Context: an optimization exercise on an open-source flow, tuned for small area, a short achievable clock period and few clock cycles per item. The choices shown serve that exercise and are no tape-out recipe. Function was not checked in any run shown here: the RTL went through the layout flow alone. Power figures rest on the tool's default switching activity, not on a simulated workload.

[flow/flow/run.sh]
#!/bin/bash
# Own layout flow: the ORFS flow through standard.sh, with these changes:
#  - synthesis: synth_recipe.tcl and ORFS's synth.tcl, except that
#    (a) Yosys's synth runs with -noabc (as well as -nofsm -noshare), so its
#        quick ABC pass does not remap the adder logic before extract_fa, and
#    (b) the final ABC mapping runs flow/abc_own.script (plain technology
#        mapping, no ABC buffering or gate sizing; OpenROAD's resizer sizes and
#        buffers the netlist instead).
#    Registers, flattening and renaming are as in the standard synthesis;
#  - port buffers are plain sky130 buffers (buf_2) instead of the cell
#    buffer_ports picks by itself;
#  - flow/dt.tcl (before global routing) keeps the drivers of the register
#    enable net from being downsized by power recovery; flow/undt.tcl lifts that
#    again once global routing is done;
#  - extra ORFS make settings for the layout steps: MATCH_CELL_FOOTPRINT=0 RECOVER_POWER=100
# The full make output goes to standard.log in the work folder; ORFS's per-step
# logs (synthesis included) stay under orfs/logs/.
set -euo pipefail
sed "s#log_cmd abc {\*}\$abc_args#log_cmd abc {*}[lreplace \$abc_args 1 1 $PWD/flow/abc_own.script]#" "$FLOW_HOME/scripts/synth.tcl" > own_synth_core.tcl
grep -q abc_own.script own_synth_core.tcl
sed -e "s#source \$::env(SCRIPTS_DIR)/synth.tcl#source $PWD/own_synth_core.tcl#" -e "1s/-nofsm -noshare /-nofsm -noshare -noabc /" synth_recipe.tcl > own_synth.tcl
grep -q own_synth_core.tcl own_synth.tcl
grep -q -- "-noabc" own_synth.tcl
export BUFFER_PORTS_ARGS="-buffer_cell sky130_fd_sc_hd__buf_2"
if ! bash standard.sh SYNTH_SCRIPT=$PWD/own_synth.tcl PRE_GLOBAL_ROUTE_TCL=$PWD/flow/dt.tcl POST_GLOBAL_ROUTE_TCL=$PWD/flow/undt.tcl MATCH_CELL_FOOTPRINT=0 RECOVER_POWER=100 finish > standard.log 2>&1; then
  tail -40 standard.log
  exit 1
fi
tail -5 standard.log
[flow/flow/abc_own.script]
strash
dch
map -B 0.9
topo
[flow/flow/dt.tcl]
# Keep the drivers of the register enable net as repaired so far: power
# recovery must not downsize them (their fanout is every register).
proc enable_drivers {} {
  set cells {}
  foreach pin [get_pins -hierarchical */DE] {
    set net [get_nets -of_objects $pin]
    foreach drv [get_pins -of_objects $net -filter "direction == output"] {
      lappend cells [get_full_name [get_cells -of_objects $drv]]
    }
  }
  return [lsort -unique $cells]
}
set ::dt_cells [enable_drivers]
puts "dont_touch on enable drivers: $::dt_cells"
foreach c $::dt_cells { set_dont_touch [get_cells $c] }
[flow/flow/undt.tcl]
# Lift the dont_touch that flow/dt.tcl set, now that power recovery is done,
# so later steps treat those cells like any other (power hookup included).
foreach c $::dt_cells { unset_dont_touch [get_cells $c] }
puts "dont_touch lifted: $::dt_cells"
[flow/standard.sh]
#!/bin/bash
# synth_recipe.tcl (not shown) runs the flow's synth.tcl, then flattens the netlist and writes it again
# the make line also repeats each setting of config.mk as NAME=value (left out here)
make -C /OpenROAD-flow-scripts/flow DESIGN_CONFIG=/design/flow/config.mk WORK_HOME=/design/flow/orfs CLKGATE_MAP_FILE= SYNTH_SCRIPT=/design/flow/synth_recipe.tcl "${@:-finish}"
[flow/config.mk]
export PLATFORM = sky130hd
export DESIGN_NAME = BoothRadix4
export DESIGN_NICKNAME = BoothRadix4
export VERILOG_FILES = /design/flow/design.v
export SDC_FILE = /design/flow/constraint.sdc
export NUM_CORES = 4
export LEC_CHECK = 0
export ABC_AREA = 1
export CAP_MARGIN = 20
export CORE_MARGIN = 2
export CORE_UTILIZATION = 40
export PLACE_DENSITY = 0.6
export SETUP_SLACK_MARGIN = 0.02
export SLEW_MARGIN = 20
[flow/constraint.sdc]
create_clock -name core_clock -period 3.5 [get_ports {clk}]
set_input_delay 0.7000 -clock core_clock [delete_from_list [all_inputs] [get_ports {clk}]]
set_output_delay 0.7000 -clock core_clock [all_outputs]
set_load 0.01 [all_outputs]
[flow/design.v]
`timescale 1ns / 100 ps
module BoothRadix4 #(parameter N = 18)
(
    output wire [2*N-1:0] product,
    output wire           done,
    input wire [N-1:0]    mplier,
    input wire [N-1:0]    mcand,
    input wire            n_reset,
    input wire            start,
    input wire            clk
);
assign done = start & n_reset;
wire [N+1:0] b = {mplier, 1'b0};    
wire [N:0] x = {mcand[N-1], mcand};   
wire [8:0] one, two, neg, nadd;
genvar gi;
generate for (gi = 0; gi < 9; gi = gi + 1) begin : enc
    assign one[gi] = b[2*gi+1] ^ b[2*gi];
    assign two[gi] = (b[2*gi+2] & ~b[2*gi+1] & ~b[2*gi]) | (~b[2*gi+2] & b[2*gi+1] & b[2*gi]);
    assign neg[gi] = b[2*gi+2];
    assign nadd[gi] = b[2*gi+2] & ~(b[2*gi+1] & b[2*gi]);
end endgenerate
wire [18:0] xn0 = x ^ {19{neg[0]}};
wire [18:0] pp0 = ({19{one[0]}} & xn0) | ({19{two[0]}} & {xn0[17:0], neg[0]});
wire [18:0] xn1 = x ^ {19{neg[1]}};
wire [18:0] pp1 = ({19{one[1]}} & xn1) | ({19{two[1]}} & {xn1[17:0], neg[1]});
wire [18:0] xn2 = x ^ {19{neg[2]}};
wire [18:0] pp2 = ({19{one[2]}} & xn2) | ({19{two[2]}} & {xn2[17:0], neg[2]});
wire [18:0] xn3 = x ^ {19{neg[3]}};
wire [18:0] pp3 = ({19{one[3]}} & xn3) | ({19{two[3]}} & {xn3[17:0], neg[3]});
wire [18:0] xn4 = x ^ {19{neg[4]}};
wire [18:0] pp4 = ({19{one[4]}} & xn4) | ({19{two[4]}} & {xn4[17:0], neg[4]});
wire [18:0] xn5 = x ^ {19{neg[5]}};
wire [18:0] pp5 = ({19{one[5]}} & xn5) | ({19{two[5]}} & {xn5[17:0], neg[5]});
wire [18:0] xn6 = x ^ {19{neg[6]}};
wire [18:0] pp6 = ({19{one[6]}} & xn6) | ({19{two[6]}} & {xn6[17:0], neg[6]});
wire [18:0] xn7 = x ^ {19{neg[7]}};
wire [18:0] pp7 = ({19{one[7]}} & xn7) | ({19{two[7]}} & {xn7[17:0], neg[7]});
wire [18:0] xn8 = x ^ {19{neg[8]}};
wire [18:0] pp8 = ({19{one[8]}} & xn8) | ({19{two[8]}} & {xn8[17:0], neg[8]});
wire h0_s = nadd[1] ^ pp0[2];
wire h0_c = nadd[1] & pp0[2];
wire h1_s = pp0[3] ^ pp1[1];
wire h1_c = pp0[3] & pp1[1];
wire f0_s = nadd[2] ^ pp0[4] ^ pp1[2];
wire f0_c = (nadd[2] & pp0[4]) | (nadd[2] & pp1[2]) | (pp0[4] & pp1[2]);
wire h2_s = pp2[0] ^ h1_c;
wire h2_c = pp2[0] & h1_c;
wire f1_s = pp0[5] ^ pp1[3] ^ pp2[1];
wire f1_c = (pp0[5] & pp1[3]) | (pp0[5] & pp2[1]) | (pp1[3] & pp2[1]);
wire h3_s = f0_c ^ f1_s;
wire h3_c = f0_c & f1_s;
wire f2_s = nadd[3] ^ pp0[6] ^ pp1[4];
wire f2_c = (nadd[3] & pp0[6]) | (nadd[3] & pp1[4]) | (pp0[6] & pp1[4]);
wire f3_s = pp2[2] ^ pp3[0] ^ f1_c;
wire f3_c = (pp2[2] & pp3[0]) | (pp2[2] & f1_c) | (pp3[0] & f1_c);
wire h4_s = f2_s ^ h3_c;
wire h4_c = f2_s & h3_c;
wire f4_s = pp0[7] ^ pp1[5] ^ pp2[3];
wire f4_c = (pp0[7] & pp1[5]) | (pp0[7] & pp2[3]) | (pp1[5] & pp2[3]);
wire f5_s = pp3[1] ^ f2_c ^ f4_s;
wire f5_c = (pp3[1] & f2_c) | (pp3[1] & f4_s) | (f2_c & f4_s);
wire h5_s = f3_c ^ f5_s;
wire h5_c = f3_c & f5_s;
wire f6_s = nadd[4] ^ pp0[8] ^ pp1[6];
wire f6_c = (nadd[4] & pp0[8]) | (nadd[4] & pp1[6]) | (pp0[8] & pp1[6]);
wire f7_s = pp2[4] ^ pp3[2] ^ pp4[0];
wire f7_c = (pp2[4] & pp3[2]) | (pp2[4] & pp4[0]) | (pp3[2] & pp4[0]);
wire f8_s = f4_c ^ f6_s ^ f7_s;
wire f8_c = (f4_c & f6_s) | (f4_c & f7_s) | (f6_s & f7_s);
wire h6_s = f5_c ^ f8_s;
wire h6_c = f5_c & f8_s;
wire f9_s = pp0[9] ^ pp1[7] ^ pp2[5];
wire f9_c = (pp0[9] & pp1[7]) | (pp0[9] & pp2[5]) | (pp1[7] & pp2[5]);
wire f10_s = pp3[3] ^ pp4[1] ^ f6_c;
wire f10_c = (pp3[3] & pp4[1]) | (pp3[3] & f6_c) | (pp4[1] & f6_c);
wire f11_s = f7_c ^ f9_s ^ f10_s;
wire f11_c = (f7_c & f9_s) | (f7_c & f10_s) | (f9_s & f10_s);
wire h7_s = f8_c ^ f11_s;
wire h7_c = f8_c & f11_s;
wire f12_s = nadd[5] ^ pp0[10] ^ pp1[8];
wire f12_c = (nadd[5] & pp0[10]) | (nadd[5] & pp1[8]) | (pp0[10] & pp1[8]);
wire f13_s = pp2[6] ^ pp3[4] ^ pp4[2];
wire f13_c = (pp2[6] & pp3[4]) | (pp2[6] & pp4[2]) | (pp3[4] & pp4[2]);
wire f14_s = pp5[0] ^ f9_c ^ f12_s;
wire f14_c = (pp5[0] & f9_c) | (pp5[0] & f12_s) | (f9_c & f12_s);
wire f15_s = f13_s ^ f10_c ^ f14_s;
wire f15_c = (f13_s & f10_c) | (f13_s & f14_s) | (f10_c & f14_s);
wire h8_s = f11_c ^ f15_s;
wire h8_c = f11_c & f15_s;
wire f16_s = pp0[11] ^ pp1[9] ^ pp2[7];
wire f16_c = (pp0[11] & pp1[9]) | (pp0[11] & pp2[7]) | (pp1[9] & pp2[7]);
wire f17_s = pp3[5] ^ pp4[3] ^ pp5[1];
wire f17_c = (pp3[5] & pp4[3]) | (pp3[5] & pp5[1]) | (pp4[3] & pp5[1]);
wire f18_s = f12_c ^ f13_c ^ f16_s;
wire f18_c = (f12_c & f13_c) | (f12_c & f16_s) | (f13_c & f16_s);
wire f19_s = f17_s ^ f14_c ^ f18_s;
wire f19_c = (f17_s & f14_c) | (f17_s & f18_s) | (f14_c & f18_s);
wire h9_s = f15_c ^ f19_s;
wire h9_c = f15_c & f19_s;
wire f20_s = nadd[6] ^ pp0[12] ^ pp1[10];
wire f20_c = (nadd[6] & pp0[12]) | (nadd[6] & pp1[10]) | (pp0[12] & pp1[10]);
wire f21_s = pp2[8] ^ pp3[6] ^ pp4[4];
wire f21_c = (pp2[8] & pp3[6]) | (pp2[8] & pp4[4]) | (pp3[6] & pp4[4]);
wire f22_s = pp5[2] ^ pp6[0] ^ f16_c;
wire f22_c = (pp5[2] & pp6[0]) | (pp5[2] & f16_c) | (pp6[0] & f16_c);
wire f23_s = f17_c ^ f20_s ^ f21_s;
wire f23_c = (f17_c & f20_s) | (f17_c & f21_s) | (f20_s & f21_s);
wire f24_s = f22_s ^ f18_c ^ f23_s;
wire f24_c = (f22_s & f18_c) | (f22_s & f23_s) | (f18_c & f23_s);
wire f25_s = pp0[13] ^ pp1[11] ^ pp2[9];
wire f25_c = (pp0[13] & pp1[11]) | (pp0[13] & pp2[9]) | (pp1[11] & pp2[9]);
wire f26_s = pp3[7] ^ pp4[5] ^ pp5[3];
wire f26_c = (pp3[7] & pp4[5]) | (pp3[7] & pp5[3]) | (pp4[5] & pp5[3]);
wire f27_s = pp6[1] ^ f20_c ^ f21_c;
wire f27_c = (pp6[1] & f20_c) | (pp6[1] & f21_c) | (f20_c & f21_c);
wire f28_s = f25_s ^ f26_s ^ f22_c;
wire f28_c = (f25_s & f26_s) | (f25_s & f22_c) | (f26_s & f22_c);
wire h10_s = f23_c ^ f27_s;
wire h10_c = f23_c & f27_s;
wire f29_s = nadd[7] ^ pp0[14] ^ pp1[12];
wire f29_c = (nadd[7] & pp0[14]) | (nadd[7] & pp1[12]) | (pp0[14] & pp1[12]);
wire f30_s = pp2[10] ^ pp3[8] ^ pp4[6];
wire f30_c = (pp2[10] & pp3[8]) | (pp2[10] & pp4[6]) | (pp3[8] & pp4[6]);
wire f31_s = pp5[4] ^ pp6[2] ^ pp7[0];
wire f31_c = (pp5[4] & pp6[2]) | (pp5[4] & pp7[0]) | (pp6[2] & pp7[0]);
wire f32_s = f25_c ^ f26_c ^ f29_s;
wire f32_c = (f25_c & f26_c) | (f25_c & f29_s) | (f26_c & f29_s);
wire f33_s = f30_s ^ f31_s ^ f27_c;
wire f33_c = (f30_s & f31_s) | (f30_s & f27_c) | (f31_s & f27_c);
wire h11_s = f32_s ^ f28_c;
wire h11_c = f32_s & f28_c;
wire f34_s = pp0[15] ^ pp1[13] ^ pp2[11];
wire f34_c = (pp0[15] & pp1[13]) | (pp0[15] & pp2[11]) | (pp1[13] & pp2[11]);
wire f35_s = pp3[9] ^ pp4[7] ^ pp5[5];
wire f35_c = (pp3[9] & pp4[7]) | (pp3[9] & pp5[5]) | (pp4[7] & pp5[5]);
wire f36_s = pp6[3] ^ pp7[1] ^ f29_c;
wire f36_c = (pp6[3] & pp7[1]) | (pp6[3] & f29_c) | (pp7[1] & f29_c);
wire f37_s = f30_c ^ f31_c ^ f34_s;
wire f37_c = (f30_c & f31_c) | (f30_c & f34_s) | (f31_c & f34_s);
wire f38_s = f35_s ^ f36_s ^ f32_c;
wire f38_c = (f35_s & f36_s) | (f35_s & f32_c) | (f36_s & f32_c);
wire h12_s = f37_s ^ f33_c;
wire h12_c = f37_s & f33_c;
wire f39_s = nadd[8] ^ pp0[16] ^ pp1[14];
wire f39_c = (nadd[8] & pp0[16]) | (nadd[8] & pp1[14]) | (pp0[16] & pp1[14]);
wire f40_s = pp2[12] ^ pp3[10] ^ pp4[8];
wire f40_c = (pp2[12] & pp3[10]) | (pp2[12] & pp4[8]) | (pp3[10] & pp4[8]);
wire f41_s = pp5[6] ^ pp6[4] ^ pp7[2];
wire f41_c = (pp5[6] & pp6[4]) | (pp5[6] & pp7[2]) | (pp6[4] & pp7[2]);
wire f42_s = pp8[0] ^ f34_c ^ f35_c;
wire f42_c = (pp8[0] & f34_c) | (pp8[0] & f35_c) | (f34_c & f35_c);
wire f43_s = f39_s ^ f40_s ^ f41_s;
wire f43_c = (f39_s & f40_s) | (f39_s & f41_s) | (f40_s & f41_s);
wire f44_s = f36_c ^ f37_c ^ f42_s;
wire f44_c = (f36_c & f37_c) | (f36_c & f42_s) | (f37_c & f42_s);
wire h13_s = f43_s ^ f38_c;
wire h13_c = f43_s & f38_c;
wire f45_s = pp0[17] ^ pp1[15] ^ pp2[13];
wire f45_c = (pp0[17] & pp1[15]) | (pp0[17] & pp2[13]) | (pp1[15] & pp2[13]);
wire f46_s = pp3[11] ^ pp4[9] ^ pp5[7];
wire f46_c = (pp3[11] & pp4[9]) | (pp3[11] & pp5[7]) | (pp4[9] & pp5[7]);
wire f47_s = pp6[5] ^ pp7[3] ^ pp8[1];
wire f47_c = (pp6[5] & pp7[3]) | (pp6[5] & pp8[1]) | (pp7[3] & pp8[1]);
wire f48_s = f39_c ^ f40_c ^ f41_c;
wire f48_c = (f39_c & f40_c) | (f39_c & f41_c) | (f40_c & f41_c);
wire f49_s = f45_s ^ f46_s ^ f47_s;
wire f49_c = (f45_s & f46_s) | (f45_s & f47_s) | (f46_s & f47_s);
wire f50_s = f42_c ^ f43_c ^ f48_s;
wire f50_c = (f42_c & f43_c) | (f42_c & f48_s) | (f43_c & f48_s);
wire h14_s = f49_s ^ f44_c;
wire h14_c = f49_s & f44_c;
wire f51_s = pp0[18] ^ pp1[16] ^ pp2[14];
wire f51_c = (pp0[18] & pp1[16]) | (pp0[18] & pp2[14]) | (pp1[16] & pp2[14]);
wire f52_s = pp3[12] ^ pp4[10] ^ pp5[8];
wire f52_c = (pp3[12] & pp4[10]) | (pp3[12] & pp5[8]) | (pp4[10] & pp5[8]);
wire f53_s = pp6[6] ^ pp7[4] ^ pp8[2];
wire f53_c = (pp6[6] & pp7[4]) | (pp6[6] & pp8[2]) | (pp7[4] & pp8[2]);
wire f54_s = f45_c ^ f46_c ^ f47_c;
wire f54_c = (f45_c & f46_c) | (f45_c & f47_c) | (f46_c & f47_c);
wire f55_s = f51_s ^ f52_s ^ f53_s;
wire f55_c = (f51_s & f52_s) | (f51_s & f53_s) | (f52_s & f53_s);
wire f56_s = f48_c ^ f49_c ^ f54_s;
wire f56_c = (f48_c & f49_c) | (f48_c & f54_s) | (f49_c & f54_s);
wire h15_s = f55_s ^ f50_c;
wire h15_c = f55_s & f50_c;
wire f57_s = pp0[18] ^ pp1[17] ^ pp2[15];
wire f57_c = (pp0[18] & pp1[17]) | (pp0[18] & pp2[15]) | (pp1[17] & pp2[15]);
wire f58_s = pp3[13] ^ pp4[11] ^ pp5[9];
wire f58_c = (pp3[13] & pp4[11]) | (pp3[13] & pp5[9]) | (pp4[11] & pp5[9]);
wire f59_s = pp6[7] ^ pp7[5] ^ pp8[3];
wire f59_c = (pp6[7] & pp7[5]) | (pp6[7] & pp8[3]) | (pp7[5] & pp8[3]);
wire f60_s = f51_c ^ f52_c ^ f53_c;
wire f60_c = (f51_c & f52_c) | (f51_c & f53_c) | (f52_c & f53_c);
wire f61_s = f57_s ^ f58_s ^ f59_s;
wire f61_c = (f57_s & f58_s) | (f57_s & f59_s) | (f58_s & f59_s);
wire f62_s = f54_c ^ f55_c ^ f60_s;
wire f62_c = (f54_c & f55_c) | (f54_c & f60_s) | (f55_c & f60_s);
wire h16_s = f61_s ^ f56_c;
wire h16_c = f61_s & f56_c;
wire f63_s = pp2[16] ^ pp3[14] ^ pp4[12];
wire f63_c = (pp2[16] & pp3[14]) | (pp2[16] & pp4[12]) | (pp3[14] & pp4[12]);
wire f64_s = pp5[10] ^ pp6[8] ^ pp7[6];
wire f64_c = (pp5[10] & pp6[8]) | (pp5[10] & pp7[6]) | (pp6[8] & pp7[6]);
wire f65_s = pp8[4] ^ ~pp0[18] ^ ~pp1[18];
wire f65_c = (pp8[4] & ~pp0[18]) | (pp8[4] & ~pp1[18]) | (~pp0[18] & ~pp1[18]);
wire f66_s = f57_c ^ f58_c ^ f59_c;
wire f66_c = (f57_c & f58_c) | (f57_c & f59_c) | (f58_c & f59_c);
wire f67_s = f63_s ^ f64_s ^ f65_s;
wire f67_c = (f63_s & f64_s) | (f63_s & f65_s) | (f64_s & f65_s);
wire f68_s = f60_c ^ f61_c ^ f66_s;
wire f68_c = (f60_c & f61_c) | (f60_c & f66_s) | (f61_c & f66_s);
wire h17_s = f67_s ^ f62_c;
wire h17_c = f67_s & f62_c;
wire f69_s = 1'b1 ^ pp2[17] ^ pp3[15];
wire f69_c = (1'b1 & pp2[17]) | (1'b1 & pp3[15]) | (pp2[17] & pp3[15]);
wire f70_s = pp4[13] ^ pp5[11] ^ pp6[9];
wire f70_c = (pp4[13] & pp5[11]) | (pp4[13] & pp6[9]) | (pp5[11] & pp6[9]);
wire f71_s = pp7[7] ^ pp8[5] ^ f63_c;
wire f71_c = (pp7[7] & pp8[5]) | (pp7[7] & f63_c) | (pp8[5] & f63_c);
wire f72_s = f64_c ^ f65_c ^ f69_s;
wire f72_c = (f64_c & f65_c) | (f64_c & f69_s) | (f65_c & f69_s);
wire f73_s = f70_s ^ f71_s ^ f66_c;
wire f73_c = (f70_s & f71_s) | (f70_s & f66_c) | (f71_s & f66_c);
wire f74_s = f67_c ^ f72_s ^ f73_s;
wire f74_c = (f67_c & f72_s) | (f67_c & f73_s) | (f72_s & f73_s);
wire f75_s = pp3[16] ^ pp4[14] ^ pp5[12];
wire f75_c = (pp3[16] & pp4[14]) | (pp3[16] & pp5[12]) | (pp4[14] & pp5[12]);
wire f76_s = pp6[10] ^ pp7[8] ^ pp8[6];
wire f76_c = (pp6[10] & pp7[8]) | (pp6[10] & pp8[6]) | (pp7[8] & pp8[6]);
wire f77_s = ~pp2[18] ^ f69_c ^ f70_c;
wire f77_c = (~pp2[18] & f69_c) | (~pp2[18] & f70_c) | (f69_c & f70_c);
wire f78_s = f75_s ^ f76_s ^ f71_c;
wire f78_c = (f75_s & f76_s) | (f75_s & f71_c) | (f76_s & f71_c);
wire f79_s = f72_c ^ f77_s ^ f78_s;
wire f79_c = (f72_c & f77_s) | (f72_c & f78_s) | (f77_s & f78_s);
wire f80_s = 1'b1 ^ pp3[17] ^ pp4[15];
wire f80_c = (1'b1 & pp3[17]) | (1'b1 & pp4[15]) | (pp3[17] & pp4[15]);
wire f81_s = pp5[13] ^ pp6[11] ^ pp7[9];
wire f81_c = (pp5[13] & pp6[11]) | (pp5[13] & pp7[9]) | (pp6[11] & pp7[9]);
wire f82_s = pp8[7] ^ f75_c ^ f76_c;
wire f82_c = (pp8[7] & f75_c) | (pp8[7] & f76_c) | (f75_c & f76_c);
wire f83_s = f80_s ^ f81_s ^ f77_c;
wire f83_c = (f80_s & f81_s) | (f80_s & f77_c) | (f81_s & f77_c);
wire h18_s = f82_s ^ f78_c;
wire h18_c = f82_s & f78_c;
wire f84_s = pp4[16] ^ pp5[14] ^ pp6[12];
wire f84_c = (pp4[16] & pp5[14]) | (pp4[16] & pp6[12]) | (pp5[14] & pp6[12]);
wire f85_s = pp7[10] ^ pp8[8] ^ ~pp3[18];
wire f85_c = (pp7[10] & pp8[8]) | (pp7[10] & ~pp3[18]) | (pp8[8] & ~pp3[18]);
wire f86_s = f80_c ^ f81_c ^ f84_s;
wire f86_c = (f80_c & f81_c) | (f80_c & f84_s) | (f81_c & f84_s);
wire f87_s = f85_s ^ f82_c ^ f86_s;
wire f87_c = (f85_s & f82_c) | (f85_s & f86_s) | (f82_c & f86_s);
wire f88_s = 1'b1 ^ pp4[17] ^ pp5[15];
wire f88_c = (1'b1 & pp4[17]) | (1'b1 & pp5[15]) | (pp4[17] & pp5[15]);
wire f89_s = pp6[13] ^ pp7[11] ^ pp8[9];
wire f89_c = (pp6[13] & pp7[11]) | (pp6[13] & pp8[9]) | (pp7[11] & pp8[9]);
wire f90_s = f84_c ^ f85_c ^ f88_s;
wire f90_c = (f84_c & f85_c) | (f84_c & f88_s) | (f85_c & f88_s);
wire h19_s = f89_s ^ f86_c;
wire h19_c = f89_s & f86_c;
wire f91_s = pp5[16] ^ pp6[14] ^ pp7[12];
wire f91_c = (pp5[16] & pp6[14]) | (pp5[16] & pp7[12]) | (pp6[14] & pp7[12]);
wire f92_s = pp8[10] ^ ~pp4[18] ^ f88_c;
wire f92_c = (pp8[10] & ~pp4[18]) | (pp8[10] & f88_c) | (~pp4[18] & f88_c);
wire f93_s = f89_c ^ f91_s ^ f92_s;
wire f93_c = (f89_c & f91_s) | (f89_c & f92_s) | (f91_s & f92_s);
wire f94_s = 1'b1 ^ pp5[17] ^ pp6[15];
wire f94_c = (1'b1 & pp5[17]) | (1'b1 & pp6[15]) | (pp5[17] & pp6[15]);
wire f95_s = pp7[13] ^ pp8[11] ^ f91_c;
wire f95_c = (pp7[13] & pp8[11]) | (pp7[13] & f91_c) | (pp8[11] & f91_c);
wire f96_s = f94_s ^ f92_c ^ f95_s;
wire f96_c = (f94_s & f92_c) | (f94_s & f95_s) | (f92_c & f95_s);
wire f97_s = pp6[16] ^ pp7[14] ^ pp8[12];
wire f97_c = (pp6[16] & pp7[14]) | (pp6[16] & pp8[12]) | (pp7[14] & pp8[12]);
wire f98_s = ~pp5[18] ^ f94_c ^ f97_s;
wire f98_c = (~pp5[18] & f94_c) | (~pp5[18] & f97_s) | (f94_c & f97_s);
wire h20_s = f95_c ^ f98_s;
wire h20_c = f95_c & f98_s;
wire f99_s = 1'b1 ^ pp6[17] ^ pp7[15];
wire f99_c = (1'b1 & pp6[17]) | (1'b1 & pp7[15]) | (pp6[17] & pp7[15]);
wire f100_s = pp8[13] ^ f97_c ^ f99_s;
wire f100_c = (pp8[13] & f97_c) | (pp8[13] & f99_s) | (f97_c & f99_s);
wire h21_s = f98_c ^ f100_s;
wire h21_c = f98_c & f100_s;
wire f101_s = pp7[16] ^ pp8[14] ^ ~pp6[18];
wire f101_c = (pp7[16] & pp8[14]) | (pp7[16] & ~pp6[18]) | (pp8[14] & ~pp6[18]);
wire f102_s = f99_c ^ f101_s ^ f100_c;
wire f102_c = (f99_c & f101_s) | (f99_c & f100_c) | (f101_s & f100_c);
wire f103_s = 1'b1 ^ pp7[17] ^ pp8[15];
wire f103_c = (1'b1 & pp7[17]) | (1'b1 & pp8[15]) | (pp7[17] & pp8[15]);
wire h22_s = f101_c ^ f103_s;
wire h22_c = f101_c & f103_s;
wire f104_s = pp8[16] ^ ~pp7[18] ^ f103_c;
wire f104_c = (pp8[16] & ~pp7[18]) | (pp8[16] & f103_c) | (~pp7[18] & f103_c);
wire f105_s = 1'b1 ^ pp8[17] ^ f104_c;
wire f105_c = (1'b1 & pp8[17]) | (1'b1 & f104_c) | (pp8[17] & f104_c);
reg r0_0;
reg r0_1;
reg r1_0;
reg r2_0;
reg r2_1;
reg r3_0;
reg r3_1;
reg r4_0;
reg r4_1;
reg r5_0;
reg r5_1;
reg r6_0;
reg r6_1;
reg r7_0;
reg r7_1;
reg r8_0;
reg r8_1;
reg r9_0;
reg r9_1;
reg r10_0;
reg r10_1;
reg r11_0;
reg r11_1;
reg r12_0;
reg r12_1;
reg r12_2;
reg r13_0;
reg r13_1;
reg r13_2;
reg r14_0;
reg r14_1;
reg r14_2;
reg r15_0;
reg r15_1;
reg r15_2;
reg r16_0;
reg r16_1;
reg r16_2;
reg r17_0;
reg r17_1;
reg r17_2;
reg r18_0;
reg r18_1;
reg r18_2;
reg r19_0;
reg r19_1;
reg r19_2;
reg r20_0;
reg r20_1;
reg r20_2;
reg r21_0;
reg r21_1;
reg r21_2;
reg r22_0;
reg r22_1;
reg r22_2;
reg r23_0;
reg r23_1;
reg r23_2;
reg r24_0;
reg r24_1;
reg r24_2;
reg r25_0;
reg r25_1;
reg r25_2;
reg r26_0;
reg r26_1;
reg r26_2;
reg r27_0;
reg r27_1;
reg r28_0;
reg r28_1;
reg r29_0;
reg r29_1;
reg r30_0;
reg r30_1;
reg r31_0;
reg r31_1;
reg r32_0;
reg r32_1;
reg r33_0;
reg r34_0;
reg r34_1;
always @(posedge clk) begin
    if (done) begin
        r0_0 <= nadd[0];
        r0_1 <= pp0[0];
        r1_0 <= pp0[1];
        r2_0 <= pp1[0];
        r2_1 <= h0_s;
        r3_0 <= h0_c;
        r3_1 <= h1_s;
        r4_0 <= f0_s;
        r4_1 <= h2_s;
        r5_0 <= h2_c;
        r5_1 <= h3_s;
        r6_0 <= f3_s;
        r6_1 <= h4_s;
        r7_0 <= h4_c;
        r7_1 <= h5_s;
        r8_0 <= h5_c;
        r8_1 <= h6_s;
        r9_0 <= h6_c;
        r9_1 <= h7_s;
        r10_0 <= h7_c;
        r10_1 <= h8_s;
        r11_0 <= h8_c;
        r11_1 <= h9_s;
        r12_0 <= f19_c;
        r12_1 <= f24_s;
        r12_2 <= h9_c;
        r13_0 <= f28_s;
        r13_1 <= h10_s;
        r13_2 <= f24_c;
        r14_0 <= h10_c;
        r14_1 <= f33_s;
        r14_2 <= h11_s;
        r15_0 <= f38_s;
        r15_1 <= h11_c;
        r15_2 <= h12_s;
        r16_0 <= f44_s;
        r16_1 <= h12_c;
        r16_2 <= h13_s;
        r17_0 <= f50_s;
        r17_1 <= h13_c;
        r17_2 <= h14_s;
        r18_0 <= f56_s;
        r18_1 <= h14_c;
        r18_2 <= h15_s;
        r19_0 <= f62_s;
        r19_1 <= h15_c;
        r19_2 <= h16_s;
        r20_0 <= f68_s;
        r20_1 <= h16_c;
        r20_2 <= h17_s;
        r21_0 <= f68_c;
        r21_1 <= h17_c;
        r21_2 <= f74_s;
        r22_0 <= f73_c;
        r22_1 <= f79_s;
        r22_2 <= f74_c;
        r23_0 <= f83_s;
        r23_1 <= h18_s;
        r23_2 <= f79_c;
        r24_0 <= f83_c;
        r24_1 <= f87_s;
        r24_2 <= h18_c;
        r25_0 <= f90_s;
        r25_1 <= h19_s;
        r25_2 <= f87_c;
        r26_0 <= f90_c;
        r26_1 <= h19_c;
        r26_2 <= f93_s;
        r27_0 <= f93_c;
        r27_1 <= f96_s;
        r28_0 <= f96_c;
        r28_1 <= h20_s;
        r29_0 <= h20_c;
        r29_1 <= h21_s;
        r30_0 <= h21_c;
        r30_1 <= f102_s;
        r31_0 <= h22_s;
        r31_1 <= f102_c;
        r32_0 <= h22_c;
        r32_1 <= f104_s;
        r33_0 <= f105_s;
        r34_0 <= ~pp8[18];
        r34_1 <= f105_c;
    end
end
wire oh23_s = r12_0 ^ r12_1;
wire oh23_c = r12_0 & r12_1;
wire of106_s = r13_0 ^ r13_1 ^ r13_2;
wire of106_c = (r13_0 & r13_1) | (r13_0 & r13_2) | (r13_1 & r13_2);
wire of107_s = r14_0 ^ r14_1 ^ r14_2;
wire of107_c = (r14_0 & r14_1) | (r14_0 & r14_2) | (r14_1 & r14_2);
wire of108_s = r15_0 ^ r15_1 ^ r15_2;
wire of108_c = (r15_0 & r15_1) | (r15_0 & r15_2) | (r15_1 & r15_2);
wire of109_s = r16_0 ^ r16_1 ^ r16_2;
wire of109_c = (r16_0 & r16_1) | (r16_0 & r16_2) | (r16_1 & r16_2);
wire of110_s = r17_0 ^ r17_1 ^ r17_2;
wire of110_c = (r17_0 & r17_1) | (r17_0 & r17_2) | (r17_1 & r17_2);
wire of111_s = r18_0 ^ r18_1 ^ r18_2;
wire of111_c = (r18_0 & r18_1) | (r18_0 & r18_2) | (r18_1 & r18_2);
wire of112_s = r19_0 ^ r19_1 ^ r19_2;
wire of112_c = (r19_0 & r19_1) | (r19_0 & r19_2) | (r19_1 & r19_2);
wire of113_s = r20_0 ^ r20_1 ^ r20_2;
wire of113_c = (r20_0 & r20_1) | (r20_0 & r20_2) | (r20_1 & r20_2);
wire of114_s = r21_0 ^ r21_1 ^ r21_2;
wire of114_c = (r21_0 & r21_1) | (r21_0 & r21_2) | (r21_1 & r21_2);
wire of115_s = r22_0 ^ r22_1 ^ r22_2;
wire of115_c = (r22_0 & r22_1) | (r22_0 & r22_2) | (r22_1 & r22_2);
wire of116_s = r23_0 ^ r23_1 ^ r23_2;
wire of116_c = (r23_0 & r23_1) | (r23_0 & r23_2) | (r23_1 & r23_2);
wire of117_s = r24_0 ^ r24_1 ^ r24_2;
wire of117_c = (r24_0 & r24_1) | (r24_0 & r24_2) | (r24_1 & r24_2);
wire of118_s = r25_0 ^ r25_1 ^ r25_2;
wire of118_c = (r25_0 & r25_1) | (r25_0 & r25_2) | (r25_1 & r25_2);
wire of119_s = r26_0 ^ r26_1 ^ r26_2;
wire of119_c = (r26_0 & r26_1) | (r26_0 & r26_2) | (r26_1 & r26_2);
wire oh24_s = r27_0 ^ r27_1;
wire oh24_c = r27_0 & r27_1;
wire oh25_s = r28_0 ^ r28_1;
wire oh25_c = r28_0 & r28_1;
wire oh26_s = r29_0 ^ r29_1;
wire oh26_c = r29_0 & r29_1;
wire oh27_s = r30_0 ^ r30_1;
wire oh27_c = r30_0 & r30_1;
wire oh28_s = r31_0 ^ r31_1;
wire oh28_c = r31_0 & r31_1;
wire oh29_s = r32_0 ^ r32_1;
wire oh29_c = r32_0 & r32_1;
wire [35:0] sum_a = {1'b1, r34_0, r33_0, oh28_c, oh27_c, oh26_c, oh25_c, oh24_c, oh24_s, of118_c, of117_c, of116_c, of115_c, of114_c, of113_c, of112_c, of111_c, of110_c, of109_c, of108_c, of107_c, of106_c, oh23_c, r12_2, r11_0, r10_0, r9_0, r8_0, r7_0, r6_0, r5_0, r4_0, r3_0, r2_0, r1_0, r0_0};
wire [35:0] sum_b = {1'b0, r34_1, oh29_c, oh29_s, oh28_s, oh27_s, oh26_s, oh25_s, of119_c, of119_s, of118_s, of117_s, of116_s, of115_s, of114_s, of113_s, of112_s, of111_s, of110_s, of109_s, of108_s, of107_s, of106_s, oh23_s, r11_1, r10_1, r9_1, r8_1, r7_1, r6_1, r5_1, r4_1, r3_1, r2_1, 1'b0, r0_1};
wire [35:0] g0 = sum_a & sum_b;
wire [35:0] p0 = sum_a ^ sum_b;
wire gg0 = g0[1] | (p0[1] & g0[0]);
wire pp_0 = p0[1] & p0[0];
wire gg1 = g0[3] | (p0[3] & g0[2]);
wire pp_1 = p0[3] & p0[2];
wire gg2 = g0[5] | (p0[5] & g0[4]);
wire pp_2 = p0[5] & p0[4];
wire gg3 = g0[7] | (p0[7] & g0[6]);
wire pp_3 = p0[7] & p0[6];
wire gg4 = g0[9] | (p0[9] & g0[8]);
wire pp_4 = p0[9] & p0[8];
wire gg5 = g0[11] | (p0[11] & g0[10]);
wire pp_5 = p0[11] & p0[10];
wire gg6 = g0[13] | (p0[13] & g0[12]);
wire pp_6 = p0[13] & p0[12];
wire gg7 = g0[15] | (p0[15] & g0[14]);
wire pp_7 = p0[15] & p0[14];
wire gg8 = g0[17] | (p0[17] & g0[16]);
wire pp_8 = p0[17] & p0[16];
wire gg9 = g0[19] | (p0[19] & g0[18]);
wire pp_9 = p0[19] & p0[18];
wire gg10 = g0[21] | (p0[21] & g0[20]);
wire pp_10 = p0[21] & p0[20];
wire gg11 = g0[23] | (p0[23] & g0[22]);
wire pp_11 = p0[23] & p0[22];
wire gg12 = g0[25] | (p0[25] & g0[24]);
wire pp_12 = p0[25] & p0[24];
wire gg13 = g0[27] | (p0[27] & g0[26]);
wire pp_13 = p0[27] & p0[26];
wire gg14 = g0[29] | (p0[29] & g0[28]);
wire pp_14 = p0[29] & p0[28];
wire gg15 = g0[31] | (p0[31] & g0[30]);
wire pp_15 = p0[31] & p0[30];
wire gg16 = g0[33] | (p0[33] & g0[32]);
wire pp_16 = p0[33] & p0[32];
wire gg17 = g0[35] | (p0[35] & g0[34]);
wire pp_17 = p0[35] & p0[34];
wire gq18 = g0[2] | (p0[2] & g0[1]);
wire gg18 = gq18 | (p0[2] & p0[1] & g0[0]);
wire gg19 = gg1 | (pp_1 & gg0);
wire pp_19 = pp_1 & pp_0;
wire gg20 = g0[6] | (p0[6] & gg2);
wire pp_20 = p0[6] & pp_2;
wire gg21 = gg3 | (pp_3 & gg2);
wire pp_21 = pp_3 & pp_2;
wire gg22 = g0[10] | (p0[10] & gg4);
wire pp_22 = p0[10] & pp_4;
wire gg23 = gg5 | (pp_5 & gg4);
wire pp_23 = pp_5 & pp_4;
wire gg24 = g0[14] | (p0[14] & gg6);
wire pp_24 = p0[14] & pp_6;
wire gg25 = gg7 | (pp_7 & gg6);
wire pp_25 = pp_7 & pp_6;
wire gg26 = g0[18] | (p0[18] & gg8);
wire pp_26 = p0[18] & pp_8;
wire gg27 = gg9 | (pp_9 & gg8);
wire pp_27 = pp_9 & pp_8;
wire gg28 = g0[22] | (p0[22] & gg10);
wire pp_28 = p0[22] & pp_10;
wire gg29 = gg11 | (pp_11 & gg10);
wire pp_29 = pp_11 & pp_10;
wire gg30 = g0[26] | (p0[26] & gg12);
wire pp_30 = p0[26] & pp_12;
wire gg31 = gg13 | (pp_13 & gg12);
wire pp_31 = pp_13 & pp_12;
wire gg32 = g0[30] | (p0[30] & gg14);
wire pp_32 = p0[30] & pp_14;
wire gg33 = gg15 | (pp_15 & gg14);
wire pp_33 = pp_15 & pp_14;
wire gg34 = g0[34] | (p0[34] & gg16);
wire pp_34 = p0[34] & pp_16;
wire gg35 = gg17 | (pp_17 & gg16);
wire pp_35 = pp_17 & pp_16;
wire gq36 = g0[4] | (p0[4] & g0[3]);
wire gg36 = gq36 | (p0[4] & p0[3] & gg18);
wire gg37 = gg2 | (pp_2 & gg19);
wire pp_37 = pp_2 & pp_19;
wire gg38 = gg20 | (pp_20 & gg19);
wire pp_38 = pp_20 & pp_19;
wire gg39 = gg21 | (pp_21 & gg19);
wire pp_39 = pp_21 & pp_19;
wire gg40 = g0[12] | (p0[12] & gg23);
wire pp_40 = p0[12] & pp_23;
wire gg41 = gg6 | (pp_6 & gg23);
wire pp_41 = pp_6 & pp_23;
wire gg42 = gg24 | (pp_24 & gg23);
wire pp_42 = pp_24 & pp_23;
wire gg43 = gg25 | (pp_25 & gg23);
wire pp_43 = pp_25 & pp_23;
wire gg44 = g0[20] | (p0[20] & gg27);
wire pp_44 = p0[20] & pp_27;
wire gg45 = gg10 | (pp_10 & gg27);
wire pp_45 = pp_10 & pp_27;
wire gg46 = gg28 | (pp_28 & gg27);
wire pp_46 = pp_28 & pp_27;
wire gg47 = gg29 | (pp_29 & gg27);
wire pp_47 = pp_29 & pp_27;
wire gg48 = g0[28] | (p0[28] & gg31);
wire pp_48 = p0[28] & pp_31;
wire gg49 = gg14 | (pp_14 & gg31);
wire pp_49 = pp_14 & pp_31;
wire gg50 = gg32 | (pp_32 & gg31);
wire pp_50 = pp_32 & pp_31;
wire gg51 = gg33 | (pp_33 & gg31);
wire pp_51 = pp_33 & pp_31;
wire gq52 = g0[8] | (p0[8] & g0[7]);
wire gg52 = gq52 | (p0[8] & p0[7] & gg38);
wire gg53 = gg4 | (pp_4 & gg39);
wire pp_53 = pp_4 & pp_39;
wire gg54 = gg22 | (pp_22 & gg39);
wire pp_54 = pp_22 & pp_39;
wire gg55 = gg23 | (pp_23 & gg39);
wire pp_55 = pp_23 & pp_39;
wire gg56 = gg40 | (pp_40 & gg39);
wire pp_56 = pp_40 & pp_39;
wire gg57 = gg41 | (pp_41 & gg39);
wire pp_57 = pp_41 & pp_39;
wire gg58 = gg42 | (pp_42 & gg39);
wire pp_58 = pp_42 & pp_39;
wire gg59 = gg43 | (pp_43 & gg39);
wire pp_59 = pp_43 & pp_39;
wire gg60 = g0[24] | (p0[24] & gg47);
wire pp_60 = p0[24] & pp_47;
wire gg61 = gg12 | (pp_12 & gg47);
wire pp_61 = pp_12 & pp_47;
wire gg62 = gg30 | (pp_30 & gg47);
wire pp_62 = pp_30 & pp_47;
wire gg63 = gg31 | (pp_31 & gg47);
wire pp_63 = pp_31 & pp_47;
wire gg64 = gg48 | (pp_48 & gg47);
wire pp_64 = pp_48 & pp_47;
wire gg65 = gg49 | (pp_49 & gg47);
wire pp_65 = pp_49 & pp_47;
wire gg66 = gg50 | (pp_50 & gg47);
wire pp_66 = pp_50 & pp_47;
wire gg67 = gg51 | (pp_51 & gg47);
wire pp_67 = pp_51 & pp_47;
wire gq68 = g0[16] | (p0[16] & g0[15]);
wire gg68 = gq68 | (p0[16] & p0[15] & gg58);
wire gg69 = gg8 | (pp_8 & gg59);
wire pp_69 = pp_8 & pp_59;
wire gg70 = gg26 | (pp_26 & gg59);
wire pp_70 = pp_26 & pp_59;
wire gg71 = gg27 | (pp_27 & gg59);
wire pp_71 = pp_27 & pp_59;
wire gg72 = gg44 | (pp_44 & gg59);
wire pp_72 = pp_44 & pp_59;
wire gg73 = gg45 | (pp_45 & gg59);
wire pp_73 = pp_45 & pp_59;
wire gg74 = gg46 | (pp_46 & gg59);
wire pp_74 = pp_46 & pp_59;
wire gg75 = gg47 | (pp_47 & gg59);
wire pp_75 = pp_47 & pp_59;
wire gg76 = gg60 | (pp_60 & gg59);
wire pp_76 = pp_60 & pp_59;
wire gg77 = gg61 | (pp_61 & gg59);
wire pp_77 = pp_61 & pp_59;
wire gg78 = gg62 | (pp_62 & gg59);
wire pp_78 = pp_62 & pp_59;
wire gg79 = gg63 | (pp_63 & gg59);
wire pp_79 = pp_63 & pp_59;
wire gg80 = gg64 | (pp_64 & gg59);
wire pp_80 = pp_64 & pp_59;
wire gg81 = gg65 | (pp_65 & gg59);
wire pp_81 = pp_65 & pp_59;
wire gg82 = gg66 | (pp_66 & gg59);
wire pp_82 = pp_66 & pp_59;
wire gg83 = gg67 | (pp_67 & gg59);
wire pp_83 = pp_67 & pp_59;
wire gq84 = g0[32] | (p0[32] & g0[31]);
wire gg84 = gq84 | (p0[32] & p0[31] & gg82);
wire gg85 = gg16 | (pp_16 & gg83);
wire pp_85 = pp_16 & pp_83;
wire gg86 = gg34 | (pp_34 & gg83);
wire pp_86 = pp_34 & pp_83;
wire gg87 = gg35 | (pp_35 & gg83);
wire pp_87 = pp_35 & pp_83;
wire [35:0] cpre = {gg87, gg86, gg85, gg84, gg83, gg82, gg81, gg80, gg79, gg78, gg77, gg76, gg75, gg74, gg73, gg72, gg71, gg70, gg69, gg68, gg59, gg58, gg57, gg56, gg55, gg54, gg53, gg52, gg39, gg38, gg37, gg36, gg19, gg18, gg0, g0[0]};
assign product = p0 ^ {cpre[34:0], 1'b0};
endmodule
==> results of run 1 <==
[cell type report]
type / instances / area, um^2
fill: 2290 / 11690
multi-input combinational: 798 / 7446
clock inverter: 7 / 76.32
clock buffer: 9 / 225.2
tap: 324 / 405.4
timing repair buffer: 224 / 1518
timing repair inverter: 1 / 5.005
sequential: 83 / 2492
inverter: 100 / 390.4
[per-layer routing]
layer	vias up	global-route usage (%)
met5	-	0
met4	0	5.601
met3	31	3.672
met2	272	35.90
met1	4045	33.61
li1	3899	-
[cell families after synthesis]
kind of cell	share of synthesized area, %
AOI/OAI and AO/OA	12.61
and+or+nand+nor	8.595
adders and majority gates	33.06
xor gates and xnor gates	16.59
DFF	25.25
buffers and inverters	3.879
[synthesized netlist by cell type (all sizes together)]
| library cell | instances | area [um^2] |
|---|---|---|
| a31oi | 1 | 6.260 |
| o21bai | 2 | 15.01 |
| nand3 | 29 | 145.1 |
| a31o | 1 | 8.760 |
| or2 | 1 | 6.260 |
| xor2 | 52 | 455.4 |
| a22oi | 14 | 105.1 |
| buf | 1 | 7.510 |
| xnor2 | 135 | 1182 |
| o22ai | 114 | 713.2 |
| a22o | 5 | 50.05 |
| a21oi | 39 | 195.2 |
| fa | 113 | 2262 |
| nand2 | 144 | 540.5 |
| a21boi | 3 | 22.52 |
| ha | 80 | 1001 |
| nor2 | 37 | 138.9 |
| a21o | 1 | 8.760 |
| o21ai | 24 | 120.1 |
| edfxtp | 83 | 2492 |
| clkinv | 100 | 375.4 |
| nor3b | 1 | 7.510 |
| nor3 | 2 | 10.01 |
[metrics by stage]
stage                     setup TNS (ns)  hold slack, ns  setup slack (ns)  util [%]  std cells
after floorplan                        0          0.7989           0.05644         -        982
after global placement            -4.695           1.091           -0.2750     48.34       1520
after detailed placement          -5.153           1.085           -0.2983     48.34       1520
after CTS                              0          0.7081          0.003014     50.14       1536
final                           -0.05274          0.7204          -0.03377     51.79       1546
[power by group]
group,total [mW],switching [mW],leakage [nW],internal [mW]
logic,7.53,4.18,4.06,3.35
clock network,0.991,0.433,0.142,0.558
registers,1.68,0.107,0.757,1.58
[worst paths after layout]
path | startpoint | cells after the start | slack [ns] | endpoint
setup / recovery | mplier[3] | 10 | -0.03 | r20_2$_DFFE_PP_
hold / removal | mplier[1] | 2 | 0.72 | r0_0$_DFFE_PP_
==> results.txt, run 1 <==
- The flow ran to the end, but the layout failed its checks.
- The run did not pass the layout checks because of setup timing.
- The most numerous cell type found on the critical path is sky130_fd_sc_hd__fa_1.
- The number of antenna diodes in the final layout is 0.
- The starting density of the core is 40.70%.
- The floorplan has 57 rows.
- Walking the worst path, the cells encountered are buf_2 -> buf_4 -> buf_4 -> clkbuf_2 -> xnor2_1 -> o22ai_1 -> fa_1 -> fa_1 -> fa_1 -> ha_1.
- Relative to the synthesized area, the layout overhead comes to 27.24%.
- The setup slack of the critical path after layout is -0.03377 ns.
- Detailed routing placed a total of 13.30 mm of wire on met2.
- The die covers 25950 um^2.
- The remaining global-route overflow is 0.
- The number of clock buffers added by TritonCTS is 9.
- The placed wire-length estimate is 23.93 mm.
- The global-route wire length before repair is 45.54 mm.
- The via count of the first global-routing pass came to 8300.
- Once placement finished, the instance area stood at 11720 um^2.
- The peak ir drop on the vdd network is 0.6024 mV.
- Once the clock tree was built, the resizer swapped 22 gates to a different size.
- The type of the most critical hold path is primary input to flip-flop.
- The congestion estimate from routability-driven global placement came to 0.9743.
- The slowest library cell on the worst path is sky130_fd_sc_hd__fa_1.
- In the final routed layout, each cell accounts on average for 19.15 um.
- The detailed router placed 8247 vias in this run.
- The library cell used most frequently in the layout, excluding fill and tap cells, is sky130_fd_sc_hd__xnor2_1.
- Max-cap violations in this run came to 0.
- The max-slew violation total from the final report is 0.
- The warning count from the yosys run is 1.
- The number of clock sinks seen by CTS is 83.
- The routed design uses 2.067 mm of met3 wire.
- The die boundary width is 161.1 um.
- The final critical-path required period is 3.534 ns.
- The tree is rooted in a sky130_fd_sc_hd__clkbuf_16.
- By startpoint and endpoint, the worst setup path is classified as primary input to flip-flop.
- The slew at the pin closest to its max-slew limit is 0.6486 ns.
- Buffers inserted to repair hold after CTS numbered 0.
- Port buffering added 75 buffers.
- The routed via count divided by cell count is 5.334.
- The number of nets handed over by synthesis was 1214.
- The initial antenna violation count came to 0.
- In this design, the largest share of critical-path delay is due to adder cells.
- The maximum buffer depth of the clock tree is 2.
- Wires add up to 29.61 mm.
- The uppermost layer routed is met4.
- The data arrival time of the critical path is 3.63 ns.
- The period utilization is 101.0%.
- The sum of routed wire segments on met1 is 13.58 mm.
- The endpoint class of the critical path is a flip-flop.
- Together, buffers and inverters on the worst path number 4.
- The total track usage is 22.99%.
- The share of the Yosys chip area taken by registers is 25.25%.
- The count of nets left with antenna violations after detail routing is 0.
- The number of H-tree levels is 3.
- The design draws 10.21 mW.
- The peak clock frequency supported by timing is 283.0 MHz.
- The final standard cell area without fillers is 12560 um^2.
- The number of failing hold endpoints at the final stage came to 0.
- The number of detailed-routing iterations run before antenna repair is 5.
- The synthesized area per cell is 10.05 um^2.
- Setup violations remaining at the end of the flow were counted as 4.
- The pin count of the biggest net entering global routing is 84.
- The core area is 24250 um^2.
- The data required time at the worst endpoint is 3.60 ns.
- The I/O pin count is 76.
- The leakage power total is 4.963 nW.
- The library cells used most frequently in the layout, excluding fill and tap cells, are 135 x sky130_fd_sc_hd__xnor2_1, 133 x sky130_fd_sc_hd__buf_4, 112 x sky130_fd_sc_hd__o22ai_1.
- Yosys mapped the design onto 23 distinct sky130hd cell types.
- Of all nets on the critical path, the largest fanout is 10.
- In this run the vertical extent of the chip is 161.1 um.
- The proportion of layout cells with a drive suffix above 1 is 24.55%.
- TritonCTS built the clock tree.
- The synthesized design contains 83 register bits.
- The gate count after technology mapping is 982.
- The areal power density over the cells is 812.7 nW/um^2.
- The relative slew slack is 56.30%.
- After clock tree synthesis, the clock-pin slew on the worst setup and hold paths is 0.07 ns.
- The starting DRC count in detailed routing is 720.
- The number of buffers inserted to repair setup after CTS is 0.
- The largest single stage delay on the critical path is 0.50 ns.
- The number of remaining DRC errors is 0.
- The worst setup path is launched from a primary input.
- The net count of the finished layout is 1449.
- The cell area that synthesis handed to floorplanning was 9869 um^2.
==> run 2, diff against run 1 <==
--- a/flow/config.mk
+++ b/flow/config.mk
@@ -10,5 +10,5 @@
 export CORE_MARGIN = 2
 export CORE_UTILIZATION = 40
 export PLACE_DENSITY = 0.6
-export SETUP_SLACK_MARGIN = 0.02
+export SETUP_SLACK_MARGIN = 0.08
 export SLEW_MARGIN = 20
==> run 2 against run 1 <==
  * Now clean on timing, DRC and antenna
  * Wire length grew 5.3%
  * Synthesized area is the same
  * Die area is the same
  * Largest power group unchanged
  * Highest routed layer unchanged
==> results.txt, run 2 <==
- The switching power is 4.756 mW (+0.80%).
- The remaining global-route overflow came to 0 (unchanged).
- The number of clock sinks seen by CTS was 83 (unchanged).
- Sorting the synthesized cells by how often they occur yields 144 x sky130_fd_sc_hd__nand2_1, 135 x sky130_fd_sc_hd__xnor2_1, 114 x sky130_fd_sc_hd__o22ai_1.
- The most numerous cell type found on the critical path is sky130_fd_sc_hd__fa_1.
- The most instantiated library cell after synthesis is sky130_fd_sc_hd__nand2_1.
- The share of total power in sequential cells is 16.2% (-0.3 points).
- The number of port buffers is 75 (unchanged).
- The number of clock buffers inserted by TritonCTS was 9 (unchanged).
- The maximum buffer depth of the clock tree was 2 (unchanged).
- Ranked by total cell area, the synthesized netlist is headed by sky130_fd_sc_hd__edfxtp_1 25%, sky130_fd_sc_hd__fa_1 23%, sky130_fd_sc_hd__xnor2_1 12%, sky130_fd_sc_hd__ha_1 10%, sky130_fd_sc_hd__o22ai_1 7.2%.
- The number of failing hold endpoints at the final stage came to 0 (unchanged).
- The count of nets left with antenna violations after detail routing is 0 (unchanged).
- The area of the mapped netlist is 9869 um^2 (unchanged).
- The combinational share of power is 73.9% (about the same).
- The final standard cell area without fillers is 12890 um^2 (+2.6%).
- TritonCTS built the clock tree.
- The share of synthesized area occupied by flip-flops and latches came to 25.25% (unchanged).
- The proportion of layout cells with a drive suffix above 1 is 26.97% (+2.4 points).
- The maximum net fanout on the critical path is 6 (-4).
- The critical path goes through buf_2 -> clkbuf_1 -> ha_1 -> inv_2 -> o22ai_1 -> fa_1 -> fa_1 -> fa_1 -> fa_1.
- The leakage power total was 5.132 nW (+3.4%).
- The pin count of the biggest net entering global routing is 51 (-39%).
- The I/O pin count is 76 (unchanged).
- The starting density of the core was 40.70% (unchanged).
- The overall power after layout is 10.40 mW (+1.9%).
- The flow ran to the end and the layout has no timing, DRC or antenna violations.
- The switching part of the total was 45.72% (-0.51 points).
- The antenna diode count was 0 (unchanged).
- The die boundary width was 161.1 um (unchanged).
- The core area is 24250 um^2 (unchanged).
- The area growth from synthesis to layout is 30.60%.
- The starting DRC count in detailed routing is 740 (+2.8%).
- The count of final setup violators is 0 (-4).
- The buffer cell driving the clock tree root is sky130_fd_sc_hd__clkbuf_16.
- The clock share of power is 9.9% (+0.2 points).
- The peak clock frequency supported by timing is 291.0 MHz (+2.8%).
- The routed wire length is 31.18 mm (+5.3%).
- The via count of the first global-routing pass is 8553 (+3.0%).
- The global placement routability congestion is 1.034 (+6.2%).
- The delay of the slowest critical-path stage is 0.58 ns (+0.08 ns).
- The relative slew slack is 51.52% (-4.8 points).
- The worst setup path is launched from a primary input.
- The initial antenna violation count is 0 (unchanged).
- The number of nets in the synthesized netlist is 1214 (unchanged).
- The setup path with the least slack is of type primary input to flip-flop.
- The floorplan die area is 25950 um^2 (unchanged).
- The portion of synthesized cell area occupied by the leading cell type came to 25.25% (unchanged).
- The period utilization is 98.17% (-2.8 points).
- The biggest area contributor in the post-synthesis netlist is sky130_fd_sc_hd__edfxtp_1.
- The number of synthesized register bits is 83 (unchanged).
- The number of buffers added to fix hold violations after cts is 0 (unchanged).
- The slew at the pin closest to its max-slew limit is 0.7196 ns (+0.07097 ns).
- The number of detailed-routing iterations run before antenna repair was 5 (unchanged).
- The global-route wire length before repair came to 47.90 mm (+5.2%).
- The warning count from the yosys run came to 1 (unchanged).
- The placed standard-cell area was 12000 um^2 (+2.3%).
- The row count is 57 (unchanged).
- The number of synthesized flops with an enable pin is 83 (unchanged).
- The share of flip-flops with an asynchronous set or reset after synthesis came to 0% (unchanged).
- The most used flip-flop cell after synthesis is sky130_fd_sc_hd__edfxtp_1.
- The number of gates given a new drive strength after cts is 47 (+110%).
- Leaving out fill and tap cells, the most frequent cells in the layout are 151 x sky130_fd_sc_hd__buf_4, 135 x sky130_fd_sc_hd__xnor2_1, 114 x sky130_fd_sc_hd__nand2_1.
- The routed via count divided by cell count is 5.378 (+0.81%).
- The placed wire-length estimate was 25.23 mm (+5.4%).
- The slowest library cell on the worst path is sky130_fd_sc_hd__fa_1.
- The peak ir drop on the vdd network is 0.7880 mV (+31%).
- The final setup TNS is 0 ns (+0.05274 ns).
- The areal power density over the cells was 807.0 nW/um^2 (-0.70%).
- The endpoint class of the critical path is a flip-flop.
- The min-delay analysis places its worst path in the category primary input to flip-flop.
- The number of buffers and inverters on the critical path was 3 (-1).
- The number of distinct standard cells referenced by the synthesized netlist is 23 (unchanged).
- The final critical-path required period came to 3.436 ns (-0.09781 ns).
- The total track usage is 24.53% (+1.5 points).
- The synthesized area per cell is 10.05 um^2 (unchanged).
- The number of remaining DRC errors is 0 (unchanged).
- Leaving out fill and tap cells, the most frequent cell in the layout is sky130_fd_sc_hd__buf_4.
- The data arrival time of the critical path was 3.52 ns (-0.11 ns).
- The clock transition at the registers of the reported paths is 0.07 ns (about the same).
- The net count of the finished layout was 1475 (+1.8%).
- The data required time at the worst endpoint came to 3.59 ns (about the same).
- The max-slew violation total from the final report came to 0 (unchanged).
- The max-cap check violation count is 0 (unchanged).
- The gate count after technology mapping came to 982 (unchanged).
- The routed wire length per instance is 19.86 um (+3.7%).
- The internal portion of total power is 5.647 mW (+2.9%).
- The number of H-tree levels is 3 (unchanged).
- On the critical path the largest part of the delay comes from adder cells.
- The worst-case hold slack is 0.7325 ns (+0.01216 ns).
- The vias after detailed routing came to 8443 (+2.4%).
- The die height is 161.1 um (unchanged).
- The number of buffers inserted to repair setup after CTS is 5 (+5).
[run 2: final cells by class]
cell class / instances / area [um^2]
fillers: 2289 / 11360
multi-input cells: 798 / 7486
flip-flops and latches: 83 / 2492
repair buffers: 250 / 1789
well taps: 324 / 405.4
inverters: 100 / 404.1
clock buffers: 9 / 225.2
clock inverters: 5 / 80.08
repair inverters: 1 / 7.507
[run 2: logic make-up (layout without fill, tap and decap cells)]
| family | Yosys count | count (layout) | share of synthesized area [%] |
|---|---|---|---|
| AOI/OAI and AO/OA | 204 | 204 | 12.61 |
| xor gates and xnor gates | 187 | 187 | 16.59 |
| adders and majority gates | 193 | 193 | 33.06 |
| buffers and inverters | 101 | 365 | 3.879 |
| DFF | 83 | 83 | 25.25 |
| and+or+nand+nor | 214 | 214 | 8.595 |
[run 2: layer usage]
layer  global-route usage, %  vias to the layer above  share of wire [%]
li1                        -                     3946                  -
met4                   6.575                        0                2.5
met3                   4.700                       53                7.6
met5                       0                        -                  0
met1                   34.00                     4122                 44
met2                   39.60                      322                 46
[run 2: final timing paths]
kind | startpoint | end | slack (ns) | cells past startpoint
worst max-delay path | mplier[11] | r21_2$_DFFE_PP_ | 0.06 | 9
worst min-delay path | mplier[1] | r0_0$_DFFE_PP_ | 0.73 | 2
[run 2: power by group through the flow]
| stage | Combinational [mW] | Clock (mW) | Sequential [mW] |
|---|---|---|---|
| after global placement | 6.01 | 0 | 1.70 |
| after floorplan | 3.95 | 0 | 1.68 |
| final | 7.69 | 1.03 | 1.68 |
| after CTS | 7.15 | 1.05 | 1.69 |
| after detailed placement | 6.17 | 0 | 1.71 |
[run 2: through the flow]
stage	utilization [%]	std cells	setup slack, ns
after detailed placement	49.47	1541	-0.3156
after floorplan	-	982	0.08468
after global placement	49.47	1541	-0.3305
final	53.16	1570	0.06404
after CTS	52.13	1561	0.04008
==> run 3, diff against run 2 <==
--- a/flow/flow/run.sh
+++ b/flow/flow/run.sh
@@ -21,6 +21,8 @@
 sed -e "s#source \$::env(SCRIPTS_DIR)/synth.tcl#source $PWD/own_synth_core.tcl#" -e "1s/-nofsm -noshare /-nofsm -noshare -noabc /" synth_recipe.tcl > own_synth.tcl
 grep -q own_synth_core.tcl own_synth.tcl
 grep -q -- "-noabc" own_synth.tcl
+# Clock tree: no dummy loads (CTS otherwise adds unused buffers only to balance it).
+export CTS_ARGS="-sink_clustering_enable -repair_clock_nets -dont_use_dummy_load"
 export BUFFER_PORTS_ARGS="-buffer_cell sky130_fd_sc_hd__buf_2"
 if ! bash standard.sh SYNTH_SCRIPT=$PWD/own_synth.tcl PRE_GLOBAL_ROUTE_TCL=$PWD/flow/dt.tcl POST_GLOBAL_ROUTE_TCL=$PWD/flow/undt.tcl MATCH_CELL_FOOTPRINT=0 RECOVER_POWER=100 finish > standard.log 2>&1; then
   tail -40 standard.log
--- a/flow/config.mk
+++ b/flow/config.mk
@@ -10,5 +10,5 @@
 export CORE_MARGIN = 2
 export CORE_UTILIZATION = 40
 export PLACE_DENSITY = 0.6
-export SETUP_SLACK_MARGIN = 0.08
+export SETUP_SLACK_MARGIN = 0.04
 export SLEW_MARGIN = 20
==> run 3 against run 2 <==
  * Now fails the layout checks on setup timing
  * Sequential power about the same
  * Highest routed layer unchanged
  * Cell count is 1.8% lower
  * Power fell by 3.6%
  * Maximum frequency is 2.4% lower
  * Via count shrank 3.3%
  * Critical path depth rose by 1
  * Largest power group unchanged
  * Clock-buffer cell count unchanged
  * Flip-flop and latch count unchanged
  * Critical path type unchanged
  * Synthesized cell count unchanged
==> results.txt, run 3 <==
- The number of failing hold endpoints at the final stage is 0 (unchanged).
- The slew at the pin closest to its max-slew limit came to 0.6071 ns (-0.1124 ns).
- The vias after detailed routing is 8168 (-3.3%).
- The worst-case hold slack is 0.7242 ns (-0.008326 ns).
- The cell type with the highest aggregate area in the netlist is sky130_fd_sc_hd__edfxtp_1.
- The peak clock frequency supported by timing is 284.2 MHz (-2.4%).
- The buffer cell driving the clock tree root is sky130_fd_sc_hd__clkbuf_16.
- The global-route wire length before repair came to 45.51 mm (-5.0%).
- The most instantiated library cell after synthesis is sky130_fd_sc_hd__nand2_1.
- The areal power density over the cells was 801.0 nW/um^2 (-0.74%).
- The I/O pin count is 76 (unchanged).
- The number of synthesized flops with an enable pin came to 83 (unchanged).
- The number of buffers and inverters on the critical path was 4 (+1).
- The gate count after technology mapping is 982 (unchanged).
- The row count is 57 (unchanged).
- The warning count from the yosys run is 1 (unchanged).
- The net count of the finished layout is 1452 (-1.6%).
- The max-slew violation total from the final report is 0 (unchanged).
- The final setup TNS is -0.03876 ns (-0.03876 ns).
- The setup slack of the critical path after layout came to -0.01916 ns (-0.08321 ns).
- The number of clock buffers inserted by TritonCTS was 9 (unchanged).
- The share of flip-flops with an asynchronous set or reset after synthesis came to 0% (unchanged).
- The initial antenna violation count is 0 (unchanged).
- The switching power is 4.670 mW (-1.8%).
- The count of final setup violators came to 4 (+4).
- The number of gates given a new drive strength after cts is 25 (-47%).
- The placed wire-length estimate is 23.93 mm (-5.1%).
- The area of the mapped netlist came to 9869 um^2 (unchanged).
- By area the synthesized netlist is led by sky130_fd_sc_hd__edfxtp_1 25%, sky130_fd_sc_hd__fa_1 23%, sky130_fd_sc_hd__xnor2_1 12%, sky130_fd_sc_hd__ha_1 10%, sky130_fd_sc_hd__o22ai_1 7.2%.
- The synthesized area per cell came to 10.05 um^2 (unchanged).
- The delay of the slowest critical-path stage was 0.50 ns (-0.08 ns).
- The number of remaining DRC errors is 0 (unchanged).
- The most used flip-flop cell after synthesis is sky130_fd_sc_hd__edfxtp_1.
- The max-cap check violation count is 0 (unchanged).
- The routed via count divided by cell count is 5.297 (-1.5%).
- The period utilization is 100.5% (+2.4 points).
- The global placement routability congestion is 0.9743 (-5.8%).
- The die boundary width was 161.1 um (unchanged).
- Counting instances in the post-synthesis netlist gives the leading cell types as 144 x sky130_fd_sc_hd__nand2_1, 135 x sky130_fd_sc_hd__xnor2_1, 114 x sky130_fd_sc_hd__o22ai_1.
- The number of clock sinks seen by CTS came to 83 (unchanged).
- The commonest non-fill, non-tap cell in the layout is sky130_fd_sc_hd__xnor2_1.
- The data required time at the worst endpoint is 3.59 ns (about the same).
- The number of distinct standard cells referenced by the synthesized netlist is 23 (unchanged).
- The die height came to 161.1 um (unchanged).
- The leakage power total came to 4.956 nW (-3.4%).
- The number of port buffers is 75 (unchanged).
- The antenna diode count is 0 (unchanged).
- The core area is 24250 um^2 (unchanged).
- The routed wire length per instance is 19.18 um (-3.4%).
- The number of nets in the synthesized netlist is 1214 (unchanged).
- Compared with the post-synthesis result, the final layout area differs by 26.88%.
- The relative slew slack is 59.10% (+7.6 points).
- The critical path in this run is classified as primary input to flip-flop.
- The worst hold path belongs to the class primary input to flip-flop.
- The proportion of layout cells with a drive suffix above 1 is 24.88% (-2.1 points).
- The flow ran to the end, but the layout failed its checks.
- The worst setup path is launched from a primary input.
- The count of nets left with antenna violations after detail routing is 0 (unchanged).
- The checks that failed were setup timing.
- The number of H-tree levels is 3 (unchanged).
- The internal portion of total power was 5.360 mW (-5.1%).
- The combinational share of power is 75.1% (+1.2 points).
- Walking the worst path, the cells encountered are buf_2 -> buf_4 -> buf_4 -> clkbuf_2 -> xnor2_1 -> o22ai_1 -> fa_1 -> fa_1 -> fa_1 -> ha_1.
- The final-layout fill cell count was 2301 (+0.52%).
- The peak ir drop on the vdd network is 0.5974 mV (-24%).
- The number of buffers inserted to repair setup after CTS came to 0 (-5).
- The number of buffers added to fix hold violations after cts is 0 (unchanged).
- The pin count of the biggest net entering global routing was 84 (+65%).
- The share of synthesized area occupied by flip-flops and latches is 25.25% (unchanged).
- The number of synthesized register bits is 83 (unchanged).
- The data arrival time of the critical path is 3.61 ns (+0.09 ns).
## run 3: cell count changes in the layout (fill, tap and decap cells not counted), moves of 3 or more
cell	previous run	this run
sky130_fd_sc_hd__o21ai_1	3	0
sky130_fd_sc_hd__nor2_2	3	0
sky130_fd_sc_hd__buf_12	12	5
sky130_fd_sc_hd__o21ai_0	21	24
sky130_fd_sc_hd__clkinvlp_4	10	4
sky130_fd_sc_hd__nand2_2	20	27
sky130_fd_sc_hd__ha_4	15	12
sky130_fd_sc_hd__o22ai_1	102	110
sky130_fd_sc_hd__nand2_1	114	109
sky130_fd_sc_hd__clkinv_1	86	90
sky130_fd_sc_hd__o22ai_2	12	3
sky130_fd_sc_hd__buf_4	151	133
## run 3: cells by family (layout without fill, tap and decap cells)
| group | count (synthesis) | after routing | share of synthesized area (%) |
|---|---|---|---|
| and+or+nand+nor | 214 | 215 | 8.595 |
| AOI/OAI and AO/OA | 204 | 204 | 12.61 |
| adders and majority gates | 193 | 193 | 33.06 |
| xor gates and xnor gates | 187 | 187 | 16.59 |
| buffers and inverters | 101 | 336 | 3.879 |
| DFF | 83 | 83 | 25.25 |
## run 3: path summary, 6_finish.rpt
path	startpoint	end	slack (ns)	cells past startpoint
max	mplier[3]	r20_2$_DFFE_PP_	-0.02	10
min	mplier[1]	r0_0$_DFFE_PP_	0.72	2
## run 3: cell type report
cell class / count / area (um^2) / share of cell area [%]
timing repair inverter: 1 / 7.507 / 0.05995
inverter: 100 / 391.6 / 3.128
timing repair buffer: 226 / 1548 / 12.36
sequential: 83 / 2492 / 19.90
tap: 324 / 405.4 / 3.237
multi-input combinational: 799 / 7452 / 59.51
clock buffer: 9 / 225.2 / 1.799
## run 3: metrics by stage
| stage | cell area [um^2] | instances | power [mW] |
|---|---|---|---|
| floorplan | 9872 | 982 | 5.631 |
| global placement | 11720 | 1520 | 7.671 |
| detailed placement | 11720 | 1520 | 7.792 |
| CTS | 12090 | 1529 | 9.004 |
| finish | 12520 | 1542 | 10.03 |
## run 3: power groups by stage
stage	Clock, mW	Combinational, mW	Sequential, mW
6_report	0.814	7.53	1.69
4_1_cts	0.831	6.48	1.69
3_5_place_dp	0	6.08	1.71
3_3_place_gp	0	5.97	1.70
2_1_floorplan	0	3.95	1.68
## run 3: metal layers
metal / share of wire (%) / GRT usage (%) / up-vias / routed length [um]
met3: 6.1 / 3.005 / 22 / 1805
met4: 1.2 / 3.977 / 0 / 368
met1: 47 / 33.85 / 3969 / 13970
met5: 0 / 0 / - / 0
met2: 45 / 36.54 / 280 / 13430
li1: - / - / 3897 / -

Setup slack of run 3, layout unchanged: -0.019 ns with ideal ports, -0.052 ns with driving cells assumed (clock clkbuf_16, inputs buf_2), -0.384 ns with port delays also shifted by the 0.391 ns mid clock arrival.
